Source: an optimization exercise on an open RTL-to-GDS flow (aim: small area, a short achievable clock period and few clock cycles per item). Production flows keep margins and buffers that such runs may drop.
Power and IR drop assume default switching activity.

## MS
==> flow/design.v <==
module mod_cu (
	input clk,
	input reset,
	input fit1,
	input fit3,
	input last,
	output reg busy,
	output reg p1
);
always @(posedge clk) begin
	if (reset) begin
		busy <= 1'b1;
		p1 <= 1'b1;
	end else if (busy) begin
		if (!(p1 & fit1)) begin
			p1 <= 1'b0;
			if (last)
				busy <= 1'b0;
		end
	end
end
endmodule
module mod_dp (
	input clk,
	input reset,
	input [31:0] A,
	input [31:0] B,
	input busy,
	input p1,
	output fit1,
	output fit3,
	output last,
	output [31:0] R
);
	reg [31:0] r, d;
	reg [4:0] cnt;
	wire [7:0] gq, gs;
	wire [31:0] s;
	genvar i;
	generate
		for (i = 0; i < 8; i = i + 1) begin : g_q
			assign gq[i] = |A[4*i+3:4*i];
			if (i == 7) begin : g_top
				assign gs[i] = 1'b0;
			end else begin : g_low
				assign gs[i] = |gq[7:i+1];
			end
		end
		for (i = 0; i < 32; i = i + 1) begin : g_s
			assign s[i] = |A[4*(i/4)+3:i] | gs[i/4];
		end
	endgenerate
	reg f1, f3;
	wire b1 = ~B[31] & ~|(B[30:0] & ~s[31:1]);
	wire b3 = ~|B[31:29] & ~|(B[28:0] & ~s[31:3]);
	wire d2 = ~|d[31:30] & ~|(d[29:0] & ~s[31:2]);
	wire d4 = ~|d[31:28] & ~|(d[27:0] & ~s[31:4]);
	wire d6 = ~|d[31:26] & ~|(d[25:0] & ~s[31:6]);
	assign fit1 = f1;
	assign fit3 = f3;
	assign last = (cnt == 5'd0);
	wire [31:0] diff;
	wire ge;
	mod_sub_bk sub(.x(r), .y(d), .d(diff), .ge(ge));
	wire sh3 = p1 & fit3;
	wire sh1 = p1 & fit1;
	wire sel_b = reset;
	wire sel_3 = ~reset & sh3;
	wire sel_1 = ~reset & sh1 & ~fit3;
	wire sel_r = ~reset & ~sh1;
	always @(posedge clk) begin
		f3 <= (sel_b & b3) | (sel_3 & d6) | (sel_1 & d4);
		f1 <= (sel_b & b1) | (sel_3 & d4) | (sel_1 & d2);
		d <= ({32{sel_b}} & B)
		   | ({32{sel_3}} & {d[28:0], 3'b000})
		   | ({32{sel_1}} & {d[30:0], 1'b0})
		   | ({32{sel_r}} & {1'b0, d[31:1]});
		cnt <= ({5{sel_3}} & (cnt + 5'd3))
		     | ({5{sel_1}} & (cnt + 5'd1))
		     | ({5{sel_r}} & (cnt - 5'd1));
	end
	always @(posedge clk) begin
		if (reset)
			r <= A;
		else if (busy & ~sh1 & ge)
			r <= diff;
	end
	assign R = r;
endmodule
module mod_sub_bk (
	input [31:0] x,
	input [31:0] y,
	output [31:0] d,
	output ge
);
	wire [31:0] p0 = x ^ ~y;
	wire [31:0] g0 = x & ~y;
	wire c0_g = g0[0] | p0[0];
	wire u0_g1 = g0[1] | (p0[1] & c0_g);
	wire u0_p1 = p0[1] & p0[0];
	wire u0_g3 = g0[3] | (p0[3] & g0[2]);
	wire u0_p3 = p0[3] & p0[2];
	wire u0_g5 = g0[5] | (p0[5] & g0[4]);
	wire u0_p5 = p0[5] & p0[4];
	wire u0_g7 = g0[7] | (p0[7] & g0[6]);
	wire u0_p7 = p0[7] & p0[6];
	wire u0_g9 = g0[9] | (p0[9] & g0[8]);
	wire u0_p9 = p0[9] & p0[8];
	wire u0_g11 = g0[11] | (p0[11] & g0[10]);
	wire u0_p11 = p0[11] & p0[10];
	wire u0_g13 = g0[13] | (p0[13] & g0[12]);
	wire u0_p13 = p0[13] & p0[12];
	wire u0_g15 = g0[15] | (p0[15] & g0[14]);
	wire u0_p15 = p0[15] & p0[14];
	wire u0_g17 = g0[17] | (p0[17] & g0[16]);
	wire u0_p17 = p0[17] & p0[16];
	wire u0_g19 = g0[19] | (p0[19] & g0[18]);
	wire u0_p19 = p0[19] & p0[18];
	wire u0_g21 = g0[21] | (p0[21] & g0[20]);
	wire u0_p21 = p0[21] & p0[20];
	wire u0_g23 = g0[23] | (p0[23] & g0[22]);
	wire u0_p23 = p0[23] & p0[22];
	wire u0_g25 = g0[25] | (p0[25] & g0[24]);
	wire u0_p25 = p0[25] & p0[24];
	wire u0_g27 = g0[27] | (p0[27] & g0[26]);
	wire u0_p27 = p0[27] & p0[26];
	wire u0_g29 = g0[29] | (p0[29] & g0[28]);
	wire u0_p29 = p0[29] & p0[28];
	wire u0_g31 = g0[31] | (p0[31] & g0[30]);
	wire u0_p31 = p0[31] & p0[30];
	wire u1_g3 = u0_g3 | (u0_p3 & u0_g1);
	wire u1_p3 = u0_p3 & u0_p1;
	wire u1_g7 = u0_g7 | (u0_p7 & u0_g5);
	wire u1_p7 = u0_p7 & u0_p5;
	wire u1_g11 = u0_g11 | (u0_p11 & u0_g9);
	wire u1_p11 = u0_p11 & u0_p9;
	wire u1_g15 = u0_g15 | (u0_p15 & u0_g13);
	wire u1_p15 = u0_p15 & u0_p13;
	wire u1_g19 = u0_g19 | (u0_p19 & u0_g17);
	wire u1_p19 = u0_p19 & u0_p17;
	wire u1_g23 = u0_g23 | (u0_p23 & u0_g21);
	wire u1_p23 = u0_p23 & u0_p21;
	wire u1_g27 = u0_g27 | (u0_p27 & u0_g25);
	wire u1_p27 = u0_p27 & u0_p25;
	wire u1_g31 = u0_g31 | (u0_p31 & u0_g29);
	wire u1_p31 = u0_p31 & u0_p29;
	wire u2_g7 = u1_g7 | (u1_p7 & u1_g3);
	wire u2_p7 = u1_p7 & u1_p3;
	wire u2_g15 = u1_g15 | (u1_p15 & u1_g11);
	wire u2_p15 = u1_p15 & u1_p11;
	wire u2_g23 = u1_g23 | (u1_p23 & u1_g19);
	wire u2_p23 = u1_p23 & u1_p19;
	wire u2_g31 = u1_g31 | (u1_p31 & u1_g27);
	wire u2_p31 = u1_p31 & u1_p27;
	wire u3_g15 = u2_g15 | (u2_p15 & u2_g7);
	wire u3_p15 = u2_p15 & u2_p7;
	wire u3_g31 = u2_g31 | (u2_p31 & u2_g23);
	wire u3_p31 = u2_p31 & u2_p23;
	wire u4_g31 = u3_g31 | (u3_p31 & u3_g15);
	wire u4_p31 = u3_p31 & u3_p15;
	wire v3_g23 = u2_g23 | (u2_p23 & u3_g15);
	wire v3_p23 = u2_p23 & u3_p15;
	wire v2_g11 = u1_g11 | (u1_p11 & u2_g7);
	wire v2_p11 = u1_p11 & u2_p7;
	wire v2_g19 = u1_g19 | (u1_p19 & u3_g15);
	wire v2_p19 = u1_p19 & u3_p15;
	wire v2_g27 = u1_g27 | (u1_p27 & v3_g23);
	wire v2_p27 = u1_p27 & v3_p23;
	wire v1_g5 = u0_g5 | (u0_p5 & u1_g3);
	wire v1_p5 = u0_p5 & u1_p3;
	wire v1_g9 = u0_g9 | (u0_p9 & u2_g7);
	wire v1_p9 = u0_p9 & u2_p7;
	wire v1_g13 = u0_g13 | (u0_p13 & v2_g11);
	wire v1_p13 = u0_p13 & v2_p11;
	wire v1_g17 = u0_g17 | (u0_p17 & u3_g15);
	wire v1_p17 = u0_p17 & u3_p15;
	wire v1_g21 = u0_g21 | (u0_p21 & v2_g19);
	wire v1_p21 = u0_p21 & v2_p19;
	wire v1_g25 = u0_g25 | (u0_p25 & v3_g23);
	wire v1_p25 = u0_p25 & v3_p23;
	wire v1_g29 = u0_g29 | (u0_p29 & v2_g27);
	wire v1_p29 = u0_p29 & v2_p27;
	wire v0_g2 = g0[2] | (p0[2] & u0_g1);
	wire v0_p2 = p0[2] & u0_p1;
	wire v0_g4 = g0[4] | (p0[4] & u1_g3);
	wire v0_p4 = p0[4] & u1_p3;
	wire v0_g6 = g0[6] | (p0[6] & v1_g5);
	wire v0_p6 = p0[6] & v1_p5;
	wire v0_g8 = g0[8] | (p0[8] & u2_g7);
	wire v0_p8 = p0[8] & u2_p7;
	wire v0_g10 = g0[10] | (p0[10] & v1_g9);
	wire v0_p10 = p0[10] & v1_p9;
	wire v0_g12 = g0[12] | (p0[12] & v2_g11);
	wire v0_p12 = p0[12] & v2_p11;
	wire v0_g14 = g0[14] | (p0[14] & v1_g13);
	wire v0_p14 = p0[14] & v1_p13;
	wire v0_g16 = g0[16] | (p0[16] & u3_g15);
	wire v0_p16 = p0[16] & u3_p15;
	wire v0_g18 = g0[18] | (p0[18] & v1_g17);
	wire v0_p18 = p0[18] & v1_p17;
	wire v0_g20 = g0[20] | (p0[20] & v2_g19);
	wire v0_p20 = p0[20] & v2_p19;
	wire v0_g22 = g0[22] | (p0[22] & v1_g21);
	wire v0_p22 = p0[22] & v1_p21;
	wire v0_g24 = g0[24] | (p0[24] & v3_g23);
	wire v0_p24 = p0[24] & v3_p23;
	wire v0_g26 = g0[26] | (p0[26] & v1_g25);
	wire v0_p26 = p0[26] & v1_p25;
	wire v0_g28 = g0[28] | (p0[28] & v2_g27);
	wire v0_p28 = p0[28] & v2_p27;
	wire v0_g30 = g0[30] | (p0[30] & v1_g29);
	wire v0_p30 = p0[30] & v1_p29;
	wire [31:0] gc = {u4_g31, v0_g30, v1_g29, v0_g28, v2_g27, v0_g26, v1_g25, v0_g24, v3_g23, v0_g22, v1_g21, v0_g20, v2_g19, v0_g18, v1_g17, v0_g16, u3_g15, v0_g14, v1_g13, v0_g12, v2_g11, v0_g10, v1_g9, v0_g8, u2_g7, v0_g6, v1_g5, v0_g4, u1_g3, v0_g2, u0_g1, c0_g};
	assign d = p0 ^ {gc[30:0], 1'b1};
	assign ge = gc[31];
endmodule
module mod(
	input [31:0] A,
	input [31:0] B,
	input clk,
	input reset,
	output [31:0] Result,
	output done
);
	wire busy, p1, fit1, fit3, ge, last;
	mod_cu io(.clk(clk), .reset(reset), .fit1(fit1), .fit3(fit3), .last(last),
	          .busy(busy), .p1(p1));
	mod_dp i1(.clk(clk), .reset(reset), .A(A), .B(B), .busy(busy), .p1(p1),
	          .fit1(fit1), .fit3(fit3), .last(last), .R(Result));
	assign done = ~busy;
endmodule
Settings: LEC_CHECK=0, CAP_MARGIN=20, CORE_MARGIN=2, CORE_UTILIZATION=40, CTS_BUF_LIST=sky130_fd_sc_hd__clkbuf_8, SETUP_SLACK_MARGIN=1.2, SLEW_MARGIN=20, TNS_END_PERCENT=0; clock period 4.5 ns.
standard.sh (not shown) runs the stock make flow with config.mk's settings and CLKGATE_MAP_FILE= SYNTH_SCRIPT=/design/flow/synth_recipe.tcl, a recipe that flattens the netlist after the stock synthesis.
==> flow/flow/run.sh <==
#!/bin/bash
# The standard layout, with the smallest buffer on each port instead of the
# delay cell buffer_ports picks by default.
set -euo pipefail
export BUFFER_PORTS_ARGS="-buffer_cell sky130_fd_sc_hd__buf_1"
bash standard.sh finish > standard.log 2>&1
Looking at the reports, MS completed the entire flow and the layout it produced met the timing, design-rule and antenna checks.
Inputs modified between MS and AL:
--- a/flow/design.v
+++ b/flow/design.v
@@ -29,75 +29,60 @@
 	input p1,
 	output fit1,
 	output fit3,
 	output last,
 	output [31:0] R
 );
-	reg [31:0] r, d;
+	reg [31:0] r, dn;
 	reg [4:0] cnt;
-	wire [7:0] gq, gs;
 	wire [31:0] s;
 	genvar i;
 	generate
-		for (i = 0; i < 8; i = i + 1) begin : g_q
-			assign gq[i] = |A[4*i+3:4*i];
-			if (i == 7) begin : g_top
-				assign gs[i] = 1'b0;
-			end else begin : g_low
-				assign gs[i] = |gq[7:i+1];
-			end
-		end
 		for (i = 0; i < 32; i = i + 1) begin : g_s
-			assign s[i] = |A[4*(i/4)+3:i] | gs[i/4];
+			assign s[i] = |r[31:i];
 		end
 	endgenerate
-	reg f1, f3;
-	wire b1 = ~B[31] & ~|(B[30:0] & ~s[31:1]);
-	wire b3 = ~|B[31:29] & ~|(B[28:0] & ~s[31:3]);
-	wire d2 = ~|d[31:30] & ~|(d[29:0] & ~s[31:2]);
-	wire d4 = ~|d[31:28] & ~|(d[27:0] & ~s[31:4]);
-	wire d6 = ~|d[31:26] & ~|(d[25:0] & ~s[31:6]);
-	assign fit1 = f1;
-	assign fit3 = f3;
+	assign fit1 = dn[31] & &(dn[30:0] | s[31:1]);
+	assign fit3 = &dn[31:29] & &(dn[28:0] | s[31:3]);
 	assign last = (cnt == 5'd0);
 	wire [31:0] diff;
 	wire ge;
-	mod_sub_bk sub(.x(r), .y(d), .d(diff), .ge(ge));
+	mod_sub_bk sub(.x(r), .yn(dn), .d(diff), .ge(ge));
 	wire sh3 = p1 & fit3;
 	wire sh1 = p1 & fit1;
-	wire sel_b = reset;
-	wire sel_3 = ~reset & sh3;
-	wire sel_1 = ~reset & sh1 & ~fit3;
-	wire sel_r = ~reset & ~sh1;
 	always @(posedge clk) begin
-		f3 <= (sel_b & b3) | (sel_3 & d6) | (sel_1 & d4);
-		f1 <= (sel_b & b1) | (sel_3 & d4) | (sel_1 & d2);
-		d <= ({32{sel_b}} & B)
-		   | ({32{sel_3}} & {d[28:0], 3'b000})
-		   | ({32{sel_1}} & {d[30:0], 1'b0})
-		   | ({32{sel_r}} & {1'b0, d[31:1]});
-		cnt <= ({5{sel_3}} & (cnt + 5'd3))
-		     | ({5{sel_1}} & (cnt + 5'd1))
-		     | ({5{sel_r}} & (cnt - 5'd1));
+		if (reset) begin
+			dn <= ~B;
+			cnt <= 5'd0;
+		end else if (sh3) begin
+			dn <= {dn[28:0], 3'b111};
+			cnt <= cnt + 5'd3;
+		end else if (sh1) begin
+			dn <= {dn[30:0], 1'b1};
+			cnt <= cnt + 5'd1;
+		end else begin
+			dn <= {1'b1, dn[31:1]};
+			cnt <= cnt - 5'd1;
+		end
 	end
 	always @(posedge clk) begin
 		if (reset)
 			r <= A;
 		else if (busy & ~sh1 & ge)
 			r <= diff;
 	end
 	assign R = r;
 endmodule
 module mod_sub_bk (
 	input [31:0] x,
-	input [31:0] y,
+	input [31:0] yn,
 	output [31:0] d,
 	output ge
 );
-	wire [31:0] p0 = x ^ ~y;
-	wire [31:0] g0 = x & ~y;
+	wire [31:0] p0 = x ^ yn;
+	wire [31:0] g0 = x & yn;
 	wire c0_g = g0[0] | p0[0];
 	wire u0_g1 = g0[1] | (p0[1] & c0_g);
 	wire u0_p1 = p0[1] & p0[0];
 	wire u0_g3 = g0[3] | (p0[3] & g0[2]);
 	wire u0_p3 = p0[3] & p0[2];
 	wire u0_g5 = g0[5] | (p0[5] & g0[4]);
[summary]
Higher fraction of power spent switching nets goes to AL over MS. Diff AL..MS | instance count along the most critical hold path | unchanged. NOTE die height MS->AL decreased by a few percent. Per the comparison of AL with MS, count of clock-buffer cells in the layout now sits lower, post-synthesis to final-layout area growth now sits higher.
No functional check of the RTL was part of any run of this note.

separate check: timing with driven ports:
No port has a modelled driver above. Below, the same layouts with a new extraction and two added sets of constraints.
Step 1, drivers: a clkbuf_16 drives clk and a buf_2 each remaining input, both assumed.
Step 2 also shifts input and output timing later by t, the mid clock arrival at the registers, as if the neighbouring blocks saw the same clock.
Three values: ideal ports, drivers, drivers and shift; two values: the first two.
run	t, ns	slack for setup (ns)	worst hold slack (ns)	worst setup path after step 2
MS	0.402	0.863 / 0.863 / 0.620	0.488 / 0.488 / 0.488	input to register
AL	0.396	1.002 / 1.002 / 1.002	0.486 / 0.486 / 0.486	register to register
After both steps setup and hold are still met in every run listed. For MS, which loses most, drivers alone change the setup slack by 0.000 ns; drivers and shift together by -0.243 ns.
